Source: an optimization exercise on an open RTL-to-GDS flow (aim: small area, a short achievable clock period and few clock cycles per item). Production flows keep margins and buffers that such runs may drop. At most, simulation tests tie the RTL to the original design; equivalence was not proved. Power figures rest on the tool's default switching activity, not on a simulated workload.

==> run K: inputs <==
## decision_tree_classifier
module decision_tree_classifier (
    input   wire    clk,
    input   wire    rst,
    input   wire    start,
    input   signed  [31:0]  psd_gamma,
    input   signed  [31:0]  psd_beta,
    input   signed  [31:0]  psd_alpha,
    input   signed  [31:0]  psd_theta,
    input   signed  [31:0]  psd_delta,
    input   signed  [31:0]  peak_amplitude,
    input           [ 7:0]  zero_counter,
    input   signed  [31:0]  dwt_gamma_max,
    input   signed  [31:0]  dwt_gamma_min,
    input   signed  [31:0]  dwt_gamma_mean,
    input   signed  [31:0]  dwt_gamma_sum,
    input   signed  [31:0]  dwt_beta_max,
    input   signed  [31:0]  dwt_beta_min,
    input   signed  [31:0]  dwt_beta_mean,
    input   signed  [31:0]  dwt_beta_sum,
    input   signed  [31:0]  dwt_alpha_max,
    input   signed  [31:0]  dwt_alpha_min,
    input   signed  [31:0]  dwt_alpha_mean,
    input   signed  [31:0]  dwt_alpha_sum,
    input   signed  [31:0]  dwt_theta_max,
    input   signed  [31:0]  dwt_theta_min,
    input   signed  [31:0]  dwt_theta_mean,
    input   signed  [31:0]  dwt_theta_sum,
    input   signed  [31:0]  dwt_delta_max,
    input   signed  [31:0]  dwt_delta_min,
    input   signed  [31:0]  dwt_delta_mean,
    input   signed  [31:0]  dwt_delta_sum,
    output  reg             done,
    output  wire    [3:0]   class_label
);
Settings: LEC_CHECK=0, CAP_MARGIN=20, CORE_AREA=5 5 265 265, CTS_BUF_LIST=sky130_fd_sc_hd__clkbuf_8, DIE_AREA=0 0 270 270, PLACE_DENSITY=0.6, SLEW_MARGIN=20, SYNTH_MEMORY_MAX_BITS=65536; clock period 14.0 ns.
standard.sh (not shown) runs the stock make flow with config.mk's settings and CLKGATE_MAP_FILE= SYNTH_SCRIPT=/design/flow/synth_recipe.tcl, a recipe that flattens the netlist after the stock synthesis.
==> flow/flow/run.sh <==
#!/bin/bash
# Own layout flow: the standard ORFS flow and synthesis script, with three changes:
#  - ABC maps the logic with flow/abc.script (delay-targeted map) instead of ORFS's script;
#  - the port buffers are buf_1 instead of buffer_ports' default pick;
#  - the flow's timing repair aims at the setup margin set in flow/opts.sh.
# Each tool's output goes to the ORFS logs (orfs/logs/...) and to standard.log here.
set -euo pipefail
cd "$(dirname "$0")/.."
W=$(pwd)
source flow/opts.sh
cat > my_synth.tcl <<EOT
# synth_recipe.tcl with ABC's script replaced by flow/abc.script
proc abc {args} {
  set i [lsearch -exact \$args -script]
  if {\$i >= 0} { lset args [expr {\$i + 1}] $W/flow/abc.script }
  yosys abc {*}\$args
}
source $W/synth_recipe.tcl
EOT
sed "s#SYNTH_SCRIPT=[^ ]*synth_recipe.tcl#SYNTH_SCRIPT=$W/my_synth.tcl#" standard.sh > my_standard.sh
grep -q "SYNTH_SCRIPT=$W/my_synth.tcl" my_standard.sh
bash my_standard.sh > standard.log 2>&1
==> flow/flow/abc.script <==
strash
balance
rewrite
refactor
balance
rewrite
rewrite -z
balance
refactor -z
rewrite -z
balance
dch
map -D 1200
topo
stime -c
buffer -c
upsize -c
dnsize -c
==> flow/flow/opts.sh <==
export BUFFER_PORTS_ARGS="-buffer_cell sky130_fd_sc_hd__buf_1"
export SETUP_SLACK_MARGIN=9
export SETUP_SLACK_MARGIN=9.6
==> inputs of run M, as changes to run K <==
==> flow/flow/opts.sh (replaced) <==
# Settings for flow/run.sh (environment variables the ORFS scripts read).
# Port buffers: the smallest buffer rather than buffer_ports' default pick.
export BUFFER_PORTS_ARGS="-buffer_cell sky130_fd_sc_hd__buf_1"
# Timing repair aims below the real period (14 ns - 9.6 ns); config.mk's
# TNS_END_PERCENT 0 keeps it to the worst path.
export SETUP_SLACK_MARGIN=9.6
--- a/flow/config.mk
+++ b/flow/config.mk
@@ -12,3 +12,4 @@
 export PLACE_DENSITY = 0.6
 export SLEW_MARGIN = 20
 export SYNTH_MEMORY_MAX_BITS = 65536
+export TNS_END_PERCENT = 0
==> run notes <==
----------------------------------------------------
[GRT]
  Initial antenna violation count ... 36
  M3 GR Usage ... 0.03553
  Met1 global-route usage ... 0.1504

[Power]
  Proportion of power drawn by the clock network ... 0.143
  IR Drop Worst-Case VDD ... 0.02621 mV
  P_clk ... 49.0 uW

[Layout]
  Final core utilization ... 0.1614
  Fraction of final layout cells with drive strength greater than 1 ... 0.1025

[Status]
  Result of the run ... finished clean

[STA]
  FMAX ... 0.2153 GHz

[Drt]
  Count of TritonRoute iterations in the first routing pass ... 7
  Post-detailed-route via-to-cell ratio ... 4.237

----------------------------------------------------
That was run K.
==> run notes <==
----------------------------------------------------
[Layout]
  Final core utilization ... 0.1551
  Fraction of final layout cells with drive strength greater than 1 ... 0.06146

[GRT]
  M3 GR Usage ... 0.03598
  Initial antenna violation count ... 37
  Met1 global-route usage ... 0.1496

[Power]
  IR Drop Worst-Case VDD ... 0.02534 mV

[Drt]
  Post-detailed-route via-to-cell ratio ... 4.213
  Count of TritonRoute iterations in the first routing pass ... 8

[Status]
  Result of the run ... finished clean

[STA]
  FMAX ... 0.2172 GHz

----------------------------------------------------
That was run M.
Testbench counts of run K, summed over its fixed seeds: cycles 3,200, items 3,200.
Testbench counts of run M, summed over its fixed seeds: cycles 3,200, items 3,200.


==> raven <==
Another version of the RTL of decision_tree_classifier (not shown whole).
## decision_tree_classifier
module decision_tree_classifier (
    input   wire    clk,
    input   wire    rst,
    input   wire    start,
    input   signed  [31:0]  psd_gamma,
    input   signed  [31:0]  psd_beta,
    input   signed  [31:0]  psd_alpha,
    input   signed  [31:0]  psd_theta,
    input   signed  [31:0]  psd_delta,
    input   signed  [31:0]  peak_amplitude,
    input           [ 7:0]  zero_counter,
    input   signed  [31:0]  dwt_gamma_max,
    input   signed  [31:0]  dwt_gamma_min,
    input   signed  [31:0]  dwt_gamma_mean,
    input   signed  [31:0]  dwt_gamma_sum,
    input   signed  [31:0]  dwt_beta_max,
    input   signed  [31:0]  dwt_beta_min,
    input   signed  [31:0]  dwt_beta_mean,
    input   signed  [31:0]  dwt_beta_sum,
    input   signed  [31:0]  dwt_alpha_max,
    input   signed  [31:0]  dwt_alpha_min,
    input   signed  [31:0]  dwt_alpha_mean,
    input   signed  [31:0]  dwt_alpha_sum,
    input   signed  [31:0]  dwt_theta_max,
    input   signed  [31:0]  dwt_theta_min,
    input   signed  [31:0]  dwt_theta_mean,
    input   signed  [31:0]  dwt_theta_sum,
    input   signed  [31:0]  dwt_delta_max,
    input   signed  [31:0]  dwt_delta_min,
    input   signed  [31:0]  dwt_delta_mean,
    input   signed  [31:0]  dwt_delta_sum,
    output  reg             done,
    output  wire    [3:0]   class_label
);
export LEC_CHECK = 0
export CAP_MARGIN = 20
export CORE_AREA = 5 5 265 265
export CTS_BUF_LIST = sky130_fd_sc_hd__clkbuf_4
export DIE_AREA = 0 0 270 270
export PLACE_DENSITY = 0.6
export SLEW_MARGIN = 20
export SYNTH_MEMORY_MAX_BITS = 65536
create_clock -name core_clock -period 14.0 [get_ports {clk}]
==> flow/flow/opts.sh <==
export BUFFER_PORTS_ARGS="-buffer_cell sky130_fd_sc_hd__buf_1"
export SETUP_SLACK_MARGIN=9
Scripts as last shown in full above: flow/flow/run.sh, flow/flow/abc.script
==> fjord (differences from raven) <==
--- a/flow/design.v
+++ b/flow/design.v
@@ -27,15 +27,15 @@
     input   signed  [31:0]  dwt_theta_mean,
     input   signed  [31:0]  dwt_theta_sum,
     input   signed  [31:0]  dwt_delta_max,
     input   signed  [31:0]  dwt_delta_min,
     input   signed  [31:0]  dwt_delta_mean,
     input   signed  [31:0]  dwt_delta_sum,
     output  reg             done,
-    output  wire    [3:0]   class_label
+    output  reg     [3:0]   class_label
 );
 wire c0 = ~(~psd_gamma[31] & (psd_gamma[30] | (psd_gamma[29] | (psd_gamma[28] | (psd_gamma[27] | (psd_gamma[26] | (psd_gamma[25] | (psd_gamma[24] | (psd_gamma[23] | (psd_gamma[22] | (psd_gamma[21] | (psd_gamma[20] | (psd_gamma[19] & (psd_gamma[18] & (psd_gamma[17] | (psd_gamma[16] | (psd_gamma[15] | (psd_gamma[14] & (psd_gamma[13] & (psd_gamma[12] | (psd_gamma[11] & (psd_gamma[10] & (psd_gamma[9] & (psd_gamma[8] & (psd_gamma[7] & (psd_gamma[6] | (psd_gamma[5] & (psd_gamma[4] & (psd_gamma[3] & psd_gamma[2])))))))))))))))))))))))))))));
 wire c1 = ~(~psd_gamma[31] & (psd_gamma[30] | (psd_gamma[29] | (psd_gamma[28] | (psd_gamma[27] | (psd_gamma[26] | (psd_gamma[25] | (psd_gamma[24] | (psd_gamma[23] | (psd_gamma[22] | (psd_gamma[21] | (psd_gamma[20] | (psd_gamma[19] & (psd_gamma[18] & (psd_gamma[17] | (psd_gamma[16] & (psd_gamma[15] | (psd_gamma[14] & (psd_gamma[13] | (psd_gamma[12] & (psd_gamma[11] & (psd_gamma[10] | (psd_gamma[9] & (psd_gamma[8] & (psd_gamma[7] & (psd_gamma[6] & psd_gamma[5]))))))))))))))))))))))))));
 wire c2 = ~(~psd_gamma[31] & (psd_gamma[30] | (psd_gamma[29] | (psd_gamma[28] | (psd_gamma[27] | (psd_gamma[26] | (psd_gamma[25] | (psd_gamma[24] | (psd_gamma[23] | (psd_gamma[22] | (psd_gamma[21] | (psd_gamma[20] & (psd_gamma[19] | (psd_gamma[18] | (psd_gamma[17] & (psd_gamma[16] | (psd_gamma[15] | (psd_gamma[14] | (psd_gamma[13] | (psd_gamma[12] | (psd_gamma[11] & (psd_gamma[10] | (psd_gamma[9] & (psd_gamma[8] | (psd_gamma[7] | (psd_gamma[6] & (psd_gamma[5] | (psd_gamma[4] | (psd_gamma[3] | (psd_gamma[2] | (psd_gamma[1] & psd_gamma[0])))))))))))))))))))))))))))))));
 wire c3 = ~(~psd_gamma[31] & (psd_gamma[30] | (psd_gamma[29] | (psd_gamma[28] | (psd_gamma[27] | (psd_gamma[26] | (psd_gamma[25] | (psd_gamma[24] | (psd_gamma[23] | (psd_gamma[22] | (psd_gamma[21] | (psd_gamma[20] & (psd_gamma[19] | (psd_gamma[18] | (psd_gamma[17] & (psd_gamma[16] | (psd_gamma[15] & (psd_gamma[14] | (psd_gamma[13] | (psd_gamma[12] & (psd_gamma[11] | (psd_gamma[10] | (psd_gamma[9] & (psd_gamma[8] | (psd_gamma[7] & (psd_gamma[6] & (psd_gamma[5] & (psd_gamma[4] & (psd_gamma[3] & (psd_gamma[2] & psd_gamma[1]))))))))))))))))))))))))))))));
 wire c4 = ~(~psd_gamma[31] & (psd_gamma[30] | (psd_gamma[29] | (psd_gamma[28] | (psd_gamma[27] | (psd_gamma[26] | (psd_gamma[25] | (psd_gamma[24] | (psd_gamma[23] | (psd_gamma[22] | (psd_gamma[21] | (psd_gamma[20] & (psd_gamma[19] | (psd_gamma[18] & (psd_gamma[17] | (psd_gamma[16] | (psd_gamma[15] & (psd_gamma[14] & (psd_gamma[13] | (psd_gamma[12] & (psd_gamma[11] & (psd_gamma[10] | (psd_gamma[9] | (psd_gamma[8] | (psd_gamma[7] | (psd_gamma[6] | (psd_gamma[5] & (psd_gamma[4] & (psd_gamma[3] & (psd_gamma[2] & (psd_gamma[1] & psd_gamma[0])))))))))))))))))))))))))))))));
 wire c5 = ~(~psd_gamma[31] & (psd_gamma[30] | (psd_gamma[29] | (psd_gamma[28] | (psd_gamma[27] | (psd_gamma[26] | (psd_gamma[25] | (psd_gamma[24] | (psd_gamma[23] | (psd_gamma[22] | (psd_gamma[21] | (psd_gamma[20] & (psd_gamma[19] | (psd_gamma[18] & (psd_gamma[17] | (psd_gamma[16] | (psd_gamma[15] & (psd_gamma[14] & (psd_gamma[13] & (psd_gamma[12] | (psd_gamma[11] & (psd_gamma[10] | (psd_gamma[9] & (psd_gamma[8] & (psd_gamma[7] | (psd_gamma[6] | (psd_gamma[5] | (psd_gamma[4] & (psd_gamma[3] & (psd_gamma[2] & (psd_gamma[1] | psd_gamma[0])))))))))))))))))))))))))))))));
@@ -121,29 +121,18 @@
 wire c85 = ~(~dwt_alpha_min[31] | (dwt_alpha_min[30] & (dwt_alpha_min[29] & (dwt_alpha_min[28] & (dwt_alpha_min[27] & (dwt_alpha_min[26] & (dwt_alpha_min[25] | (dwt_alpha_min[24] | (dwt_alpha_min[23] | (dwt_alpha_min[22] & (dwt_alpha_min[21] & (dwt_alpha_min[20] & (dwt_alpha_min[19] & (dwt_alpha_min[18] | (dwt_alpha_min[17] & (dwt_alpha_min[16] | (dwt_alpha_min[15] | (dwt_alpha_min[14] & (dwt_alpha_min[13] & (dwt_alpha_min[12] | (dwt_alpha_min[11] | (dwt_alpha_min[10] | (dwt_alpha_min[9] & (dwt_alpha_min[8] | (dwt_alpha_min[7] & (dwt_alpha_min[6] | (dwt_alpha_min[5] & dwt_alpha_min[4])))))))))))))))))))))))))));
 wire c86 = ~(~dwt_alpha_mean[31] | (dwt_alpha_mean[30] & (dwt_alpha_mean[29] & (dwt_alpha_mean[28] & (dwt_alpha_mean[27] & (dwt_alpha_mean[26] & (dwt_alpha_mean[25] & (dwt_alpha_mean[24] & (dwt_alpha_mean[23] & (dwt_alpha_mean[22] & (dwt_alpha_mean[21] & (dwt_alpha_mean[20] | (dwt_alpha_mean[19] & (dwt_alpha_mean[18] & (dwt_alpha_mean[17] | (dwt_alpha_mean[16] | (dwt_alpha_mean[15] | (dwt_alpha_mean[14] | (dwt_alpha_mean[13] | (dwt_alpha_mean[12] | (dwt_alpha_mean[11] | (dwt_alpha_mean[10] | (dwt_alpha_mean[9] | (dwt_alpha_mean[8] & (dwt_alpha_mean[7] & (dwt_alpha_mean[6] & dwt_alpha_mean[5]))))))))))))))))))))))))));
 wire c87 = ~(~dwt_alpha_sum[31] & (dwt_alpha_sum[30] | (dwt_alpha_sum[29] | (dwt_alpha_sum[28] | (dwt_alpha_sum[27] | (dwt_alpha_sum[26] | (dwt_alpha_sum[25] & (dwt_alpha_sum[24] | (dwt_alpha_sum[23] & (dwt_alpha_sum[22] | (dwt_alpha_sum[21] & (dwt_alpha_sum[20] | (dwt_alpha_sum[19] | (dwt_alpha_sum[18] | (dwt_alpha_sum[17] | (dwt_alpha_sum[16] | (dwt_alpha_sum[15] & (dwt_alpha_sum[14] & (dwt_alpha_sum[13] | (dwt_alpha_sum[12] & (dwt_alpha_sum[11] & (dwt_alpha_sum[10] & (dwt_alpha_sum[9] & (dwt_alpha_sum[8] & (dwt_alpha_sum[7] | (dwt_alpha_sum[6] & (dwt_alpha_sum[5] & (dwt_alpha_sum[4] & (dwt_alpha_sum[3] & (dwt_alpha_sum[2] | (dwt_alpha_sum[1] & dwt_alpha_sum[0])))))))))))))))))))))))))))))));
 wire c88 = ~(~dwt_theta_max[31] & (dwt_theta_max[30] | (dwt_theta_max[29] | (dwt_theta_max[28] | (dwt_theta_max[27] | (dwt_theta_max[26] & (dwt_theta_max[25] | (dwt_theta_max[24] & (dwt_theta_max[23] | (dwt_theta_max[22] & (dwt_theta_max[21] | (dwt_theta_max[20] & (dwt_theta_max[19] & (dwt_theta_max[18] & (dwt_theta_max[17] | (dwt_theta_max[16] | (dwt_theta_max[15] | (dwt_theta_max[14] | (dwt_theta_max[13] & (dwt_theta_max[12] | (dwt_theta_max[11] | (dwt_theta_max[10] & (dwt_theta_max[9] | (dwt_theta_max[8] | (dwt_theta_max[7] | (dwt_theta_max[6] & (dwt_theta_max[5] | (dwt_theta_max[4] | (dwt_theta_max[3] & (dwt_theta_max[2] & (dwt_theta_max[1] & dwt_theta_max[0])))))))))))))))))))))))))))))));
 wire c89 = ~(~dwt_theta_mean[31] | (dwt_theta_mean[30] & (dwt_theta_mean[29] & (dwt_theta_mean[28] & (dwt_theta_mean[27] & (dwt_theta_mean[26] & (dwt_theta_mean[25] & (dwt_theta_mean[24] | (dwt_theta_mean[23] & (dwt_theta_mean[22] | (dwt_theta_mean[21] & (dwt_theta_mean[20] & (dwt_theta_mean[19] & (dwt_theta_mean[18] & (dwt_theta_mean[17] & (dwt_theta_mean[16] | (dwt_theta_mean[15] & (dwt_theta_mean[14] & (dwt_theta_mean[13] & (dwt_theta_mean[12] | (dwt_theta_mean[11] & (dwt_theta_mean[10] | (dwt_theta_mean[9] & (dwt_theta_mean[8] | (dwt_theta_mean[7] & (dwt_theta_mean[6] & (dwt_theta_mean[5] | (dwt_theta_mean[4] & (dwt_theta_mean[3] & (dwt_theta_mean[2] | dwt_theta_mean[1]))))))))))))))))))))))))))))));
 wire c90 = ~(~dwt_delta_max[31] & (dwt_delta_max[30] | (dwt_delta_max[29] | (dwt_delta_max[28] | (dwt_delta_max[27] & (dwt_delta_max[26] | (dwt_delta_max[25] | (dwt_delta_max[24] | (dwt_delta_max[23] & (dwt_delta_max[22] | (dwt_delta_max[21] & (dwt_delta_max[20] | (dwt_delta_max[19] | (dwt_delta_max[18] | (dwt_delta_max[17] | (dwt_delta_max[16] | (dwt_delta_max[15] & (dwt_delta_max[14] | (dwt_delta_max[13] | (dwt_delta_max[12] & (dwt_delta_max[11] & (dwt_delta_max[10] & (dwt_delta_max[9] & (dwt_delta_max[8] & (dwt_delta_max[7] | (dwt_delta_max[6] | (dwt_delta_max[5] | (dwt_delta_max[4] & (dwt_delta_max[3] & dwt_delta_max[2])))))))))))))))))))))))))))));
 wire c91 = ~(~dwt_delta_sum[31] & (dwt_delta_sum[30] | (dwt_delta_sum[29] | (dwt_delta_sum[28] | (dwt_delta_sum[27] | (dwt_delta_sum[26] & (dwt_delta_sum[25] | (dwt_delta_sum[24] | (dwt_delta_sum[23] & (dwt_delta_sum[22] | (dwt_delta_sum[21] | (dwt_delta_sum[20] | (dwt_delta_sum[19] & (dwt_delta_sum[18] | (dwt_delta_sum[17] | (dwt_delta_sum[16] & (dwt_delta_sum[15] & (dwt_delta_sum[14] | (dwt_delta_sum[13] | (dwt_delta_sum[12] & (dwt_delta_sum[11] | (dwt_delta_sum[10] & (dwt_delta_sum[9] | (dwt_delta_sum[8] & (dwt_delta_sum[7] & (dwt_delta_sum[6] | (dwt_delta_sum[5] | (dwt_delta_sum[4] & (dwt_delta_sum[3] | (dwt_delta_sum[2] | (dwt_delta_sum[1] | dwt_delta_sum[0])))))))))))))))))))))))))))))));
-reg cmp_q0;
-reg cmp_q1;
-reg sub_q2;
-reg sub_q3;
-reg cmp_q4;
-reg sub_q5;
-reg sub_q6;
+wire label_w = (c51 ? (c59 ? (c31 ? (c73 ? (c64 ? (c14 ? (c10 ? (c42 ? (c79 ? 1'b0 : 1'b1) : 1'b0) : 1'b0) : (c87 ? (c27 ? (c1 ? 1'b0 : (c35 ? 1'b1 : 1'b0)) : (c34 ? 1'b1 : 1'b0)) : (c47 ? (c80 ? 1'b1 : (c45 ? 1'b1 : 1'b0)) : (c25 ? (c50 ? 1'b0 : 1'b1) : 1'b1)))) : (c22 ? (c91 ? (c84 ? 1'b0 : 1'b1) : 1'b1) : (c41 ? (c69 ? 1'b1 : 1'b0) : 1'b0))) : (c11 ? (c82 ? 1'b0 : (c44 ? 1'b0 : (c43 ? (c76 ? (c57 ? 1'b1 : 1'b0) : 1'b1) : 1'b0))) : (c83 ? (c26 ? (c21 ? 1'b0 : (c16 ? 1'b0 : 1'b1)) : (c72 ? (c12 ? 1'b1 : 1'b0) : 1'b1)) : (c46 ? 1'b1 : (c71 ? (c78 ? 1'b0 : 1'b1) : 1'b1))))) : (c55 ? (c54 ? 1'b0 : 1'b1) : 1'b0)) : (c5 ? (c49 ? (c61 ? (c39 ? (c60 ? 1'b1 : (c0 ? 1'b0 : 1'b1)) : (c15 ? 1'b1 : 1'b0)) : (c23 ? 1'b0 : (c4 ? 1'b1 : 1'b0))) : (c85 ? 1'b0 : 1'b1)) : (c70 ? (c47 ? (c65 ? (c90 ? (c6 ? (c86 ? 1'b1 : 1'b0) : (c40 ? 1'b0 : 1'b1)) : (c28 ? 1'b1 : 1'b0)) : 1'b1) : (c77 ? (c19 ? 1'b0 : 1'b1) : (c7 ? 1'b0 : 1'b1))) : (c48 ? (c62 ? (c63 ? 1'b0 : (c29 ? 1'b1 : 1'b0)) : 1'b0) : 1'b0)))) : (c37 ? (c81 ? (c68 ? (c53 ? (c56 ? 1'b1 : 1'b0) : (c74 ? 1'b0 : (c8 ? 1'b1 : 1'b0))) : (c18 ? (c17 ? (c30 ? 1'b0 : 1'b1) : (c33 ? 1'b0 : (c38 ? 1'b0 : 1'b1))) : (c58 ? (c36 ? (c89 ? 1'b1 : 1'b0) : 1'b1) : (c13 ? 1'b1 : 1'b0)))) : (c75 ? (c52 ? (c3 ? 1'b0 : 1'b1) : (c32 ? (c24 ? (c2 ? 1'b0 : 1'b1) : 1'b0) : (c66 ? 1'b0 : (c67 ? 1'b1 : 1'b0)))) : (c88 ? 1'b0 : 1'b1))) : (c9 ? (c20 ? 1'b1 : 1'b0) : 1'b1)));
 always_ff @(posedge clk or posedge rst) begin
-    if (rst) done <= 1'b0;
-    else     done <= start;
+    if (rst) begin
+        done        <= 1'b0;
+        class_label <= 4'd0;
+    end else begin
+        done <= start;
+        if (start) class_label <= {3'd0, label_w};
+    end
 end
-always_ff @(posedge clk) begin
-    cmp_q0 <= c51;
-    cmp_q1 <= c59;
-    sub_q2 <= (c31 ? (c73 ? (c64 ? (c14 ? (c10 ? (c42 ? (c79 ? 1'b0 : 1'b1) : 1'b0) : 1'b0) : (c87 ? (c27 ? (c1 ? 1'b0 : (c35 ? 1'b1 : 1'b0)) : (c34 ? 1'b1 : 1'b0)) : (c47 ? (c80 ? 1'b1 : (c45 ? 1'b1 : 1'b0)) : (c25 ? (c50 ? 1'b0 : 1'b1) : 1'b1)))) : (c22 ? (c91 ? (c84 ? 1'b0 : 1'b1) : 1'b1) : (c41 ? (c69 ? 1'b1 : 1'b0) : 1'b0))) : (c11 ? (c82 ? 1'b0 : (c44 ? 1'b0 : (c43 ? (c76 ? (c57 ? 1'b1 : 1'b0) : 1'b1) : 1'b0))) : (c83 ? (c26 ? (c21 ? 1'b0 : (c16 ? 1'b0 : 1'b1)) : (c72 ? (c12 ? 1'b1 : 1'b0) : 1'b1)) : (c46 ? 1'b1 : (c71 ? (c78 ? 1'b0 : 1'b1) : 1'b1))))) : (c55 ? (c54 ? 1'b0 : 1'b1) : 1'b0));
-    sub_q3 <= (c5 ? (c49 ? (c61 ? (c39 ? (c60 ? 1'b1 : (c0 ? 1'b0 : 1'b1)) : (c15 ? 1'b1 : 1'b0)) : (c23 ? 1'b0 : (c4 ? 1'b1 : 1'b0))) : (c85 ? 1'b0 : 1'b1)) : (c70 ? (c47 ? (c65 ? (c90 ? (c6 ? (c86 ? 1'b1 : 1'b0) : (c40 ? 1'b0 : 1'b1)) : (c28 ? 1'b1 : 1'b0)) : 1'b1) : (c77 ? (c19 ? 1'b0 : 1'b1) : (c7 ? 1'b0 : 1'b1))) : (c48 ? (c62 ? (c63 ? 1'b0 : (c29 ? 1'b1 : 1'b0)) : 1'b0) : 1'b0)));
-    cmp_q4 <= c37;
-    sub_q5 <= (c81 ? (c68 ? (c53 ? (c56 ? 1'b1 : 1'b0) : (c74 ? 1'b0 : (c8 ? 1'b1 : 1'b0))) : (c18 ? (c17 ? (c30 ? 1'b0 : 1'b1) : (c33 ? 1'b0 : (c38 ? 1'b0 : 1'b1))) : (c58 ? (c36 ? (c89 ? 1'b1 : 1'b0) : 1'b1) : (c13 ? 1'b1 : 1'b0)))) : (c75 ? (c52 ? (c3 ? 1'b0 : 1'b1) : (c32 ? (c24 ? (c2 ? 1'b0 : 1'b1) : 1'b0) : (c66 ? 1'b0 : (c67 ? 1'b1 : 1'b0)))) : (c88 ? 1'b0 : 1'b1)));
-    sub_q6 <= (c9 ? (c20 ? 1'b1 : 1'b0) : 1'b1);
-end
-assign class_label = {3'd0, (cmp_q0 ? (cmp_q1 ? sub_q2 : sub_q3) : (cmp_q4 ? sub_q5 : sub_q6))};
 endmodule
==> flow/run.sh (new file) <==
#!/bin/bash
# synth_recipe.tcl (not shown) runs the flow's synth.tcl, then flattens the netlist and writes it again
# the make line also repeats each setting of config.mk as NAME=value (left out here)
make -C /OpenROAD-flow-scripts/flow DESIGN_CONFIG=/design/flow/config.mk WORK_HOME=/design/flow/orfs CLKGATE_MAP_FILE= SYNTH_SCRIPT=/design/flow/synth_recipe.tcl finish
==> flow/config.mk (replaced) <==
export PLATFORM = sky130hd
export DESIGN_NAME = decision_tree_classifier
export DESIGN_NICKNAME = decision_tree_classifier
export VERILOG_FILES = /design/flow/design.v
export SDC_FILE = /design/flow/constraint.sdc
export NUM_CORES = 4
export LEC_CHECK = 0
export CAP_MARGIN = 20
export CORE_AREA = 5 5 355 355
export DIE_AREA = 0 0 360 360
export PLACE_DENSITY = 0.6
export SLEW_MARGIN = 20
export SYNTH_MEMORY_MAX_BITS = 65536
removed: flow/flow/run.sh
removed: flow/flow/abc.script
removed: flow/flow/opts.sh
removed: flow/standard.sh
==> lagoon (differences from raven) <==
==> flow/config.mk (replaced) <==
export PLATFORM = sky130hd
export DESIGN_NAME = decision_tree_classifier
export DESIGN_NICKNAME = decision_tree_classifier
export VERILOG_FILES = /design/flow/design.v
export SDC_FILE = /design/flow/constraint.sdc
export NUM_CORES = 4
export LEC_CHECK = 0
export CAP_MARGIN = 20
export CORE_AREA = 5 5 265 265
export DIE_AREA = 0 0 270 270
export PLACE_DENSITY = 0.6
export SLEW_MARGIN = 20
export SYNTH_MEMORY_MAX_BITS = 65536
==> tundra (differences from raven) <==
==> flow/flow/opts.sh (replaced) <==
export BUFFER_PORTS_ARGS="-buffer_cell sky130_fd_sc_hd__buf_1"
export SETUP_SLACK_MARGIN=9
export SETUP_SLACK_MARGIN=9.3
==> comparison table <==
metric	tundra	fjord	raven	lagoon
Run status	no timing/DRC/antenna violations	no timing/DRC/antenna violations	no timing/DRC/antenna violations	no timing/DRC/antenna violations
Average instance area after synthesis	5.17 µm²	5.93 µm²	5.17 µm²	5.17 µm²
Slew of the pin with the lowest slew margin	1030 ps	1090 ps	1050 ps	1050 ps
Effective utilization at floorplan	9.01%	4.90%	9.01%	9.01%
Peak supply drop	0.0113 mV	0.0302 mV	0.0113 mV	0.0248 mV
Power Clock	0.0000243 W	0.0000436 W	0.0000244 W	0.0000527 W
Internal Dissipation	0.000127 W	0.000253 W	0.000125 W	0.000151 W
Final worst setup slack	9180 ps	7390 ps	9120 ps	9160 ps
Power per Cell Area	28.1 mW/mm²	28.1 mW/mm²	28.1 mW/mm²	30.8 mW/mm²
Cell count along the critical path	7	12	11	7
Share of synthesized area spent on multiplexers	0%	0.902%	0%	0%
Die Y-Extent	270 µm	360 µm	270 µm	270 µm
Via density per instance	4.22	3.52	4.21	4.23
DP HPWL	49100 µm	61000 µm	49100 µm	49100 µm
Clk sink count	8	2	8	8
Cell type with the highest occurrence count on the critical path	sky130_fd_sc_hd__a21oi_1	sky130_fd_sc_hd__o211ai_1	sky130_fd_sc_hd__inv_1	sky130_fd_sc_hd__a21oi_1
Multi-input gates	971	946	971	971
Largest contributor to cell area by class	multi-input combinational cells	buffers	multi-input combinational cells	multi-input combinational cells
Tap Count	873	1625	873	873
Total design power	0.000286 W	0.000416 W	0.000282 W	0.000312 W
Area of the core region	0.0672 mm²	0.122 mm²	0.0672 mm²	0.0672 mm²
Testbench counts of raven, summed over its fixed seeds: cycles 3,200, items 3,200.
Testbench counts of lagoon, summed over its fixed seeds: cycles 3,200, items 3,200.
Testbench counts of tundra, summed over its fixed seeds: cycles 3,200, items 3,200.
No functional check of the RTL was part of fjord.

## what the ideal ports hide
The flow's constraints put no driver on any port. The routed layouts listed below were extracted and timed again, unchanged, in two steps. Step 1: set_driving_cell puts a clkbuf_16 on clk and a buf_2 on each other input, an assumption about the parent block. Step 2 also shifts input and output timing later by t, the mid clock arrival at the registers, as if the neighbouring blocks saw the same clock. Slacks: ideal ports / drivers / drivers and shift; pairs: ideal ports / drivers.
run | t, ns | setup WS [ns] | worst setup path at the end
run K | 0.303 | 9.356 / 9.359 / 9.056 | input to register
run M | 0.301 | 9.397 / 9.386 / 9.084 | input to register
raven | 0.314 | 9.124 / 9.076 / 8.762 | input to register
fjord | 0.271 | 7.395 / 7.413 / 7.143 | input to register
lagoon | 0.288 | 9.158 / 9.144 / 8.855 | input to register
tundra | 0.313 | 9.183 / 9.188 / 8.875 | input to register
After both steps every run listed still meets setup and hold. For raven, which loses most, drivers alone change the setup slack by -0.048 ns; drivers and shift together by -0.362 ns.
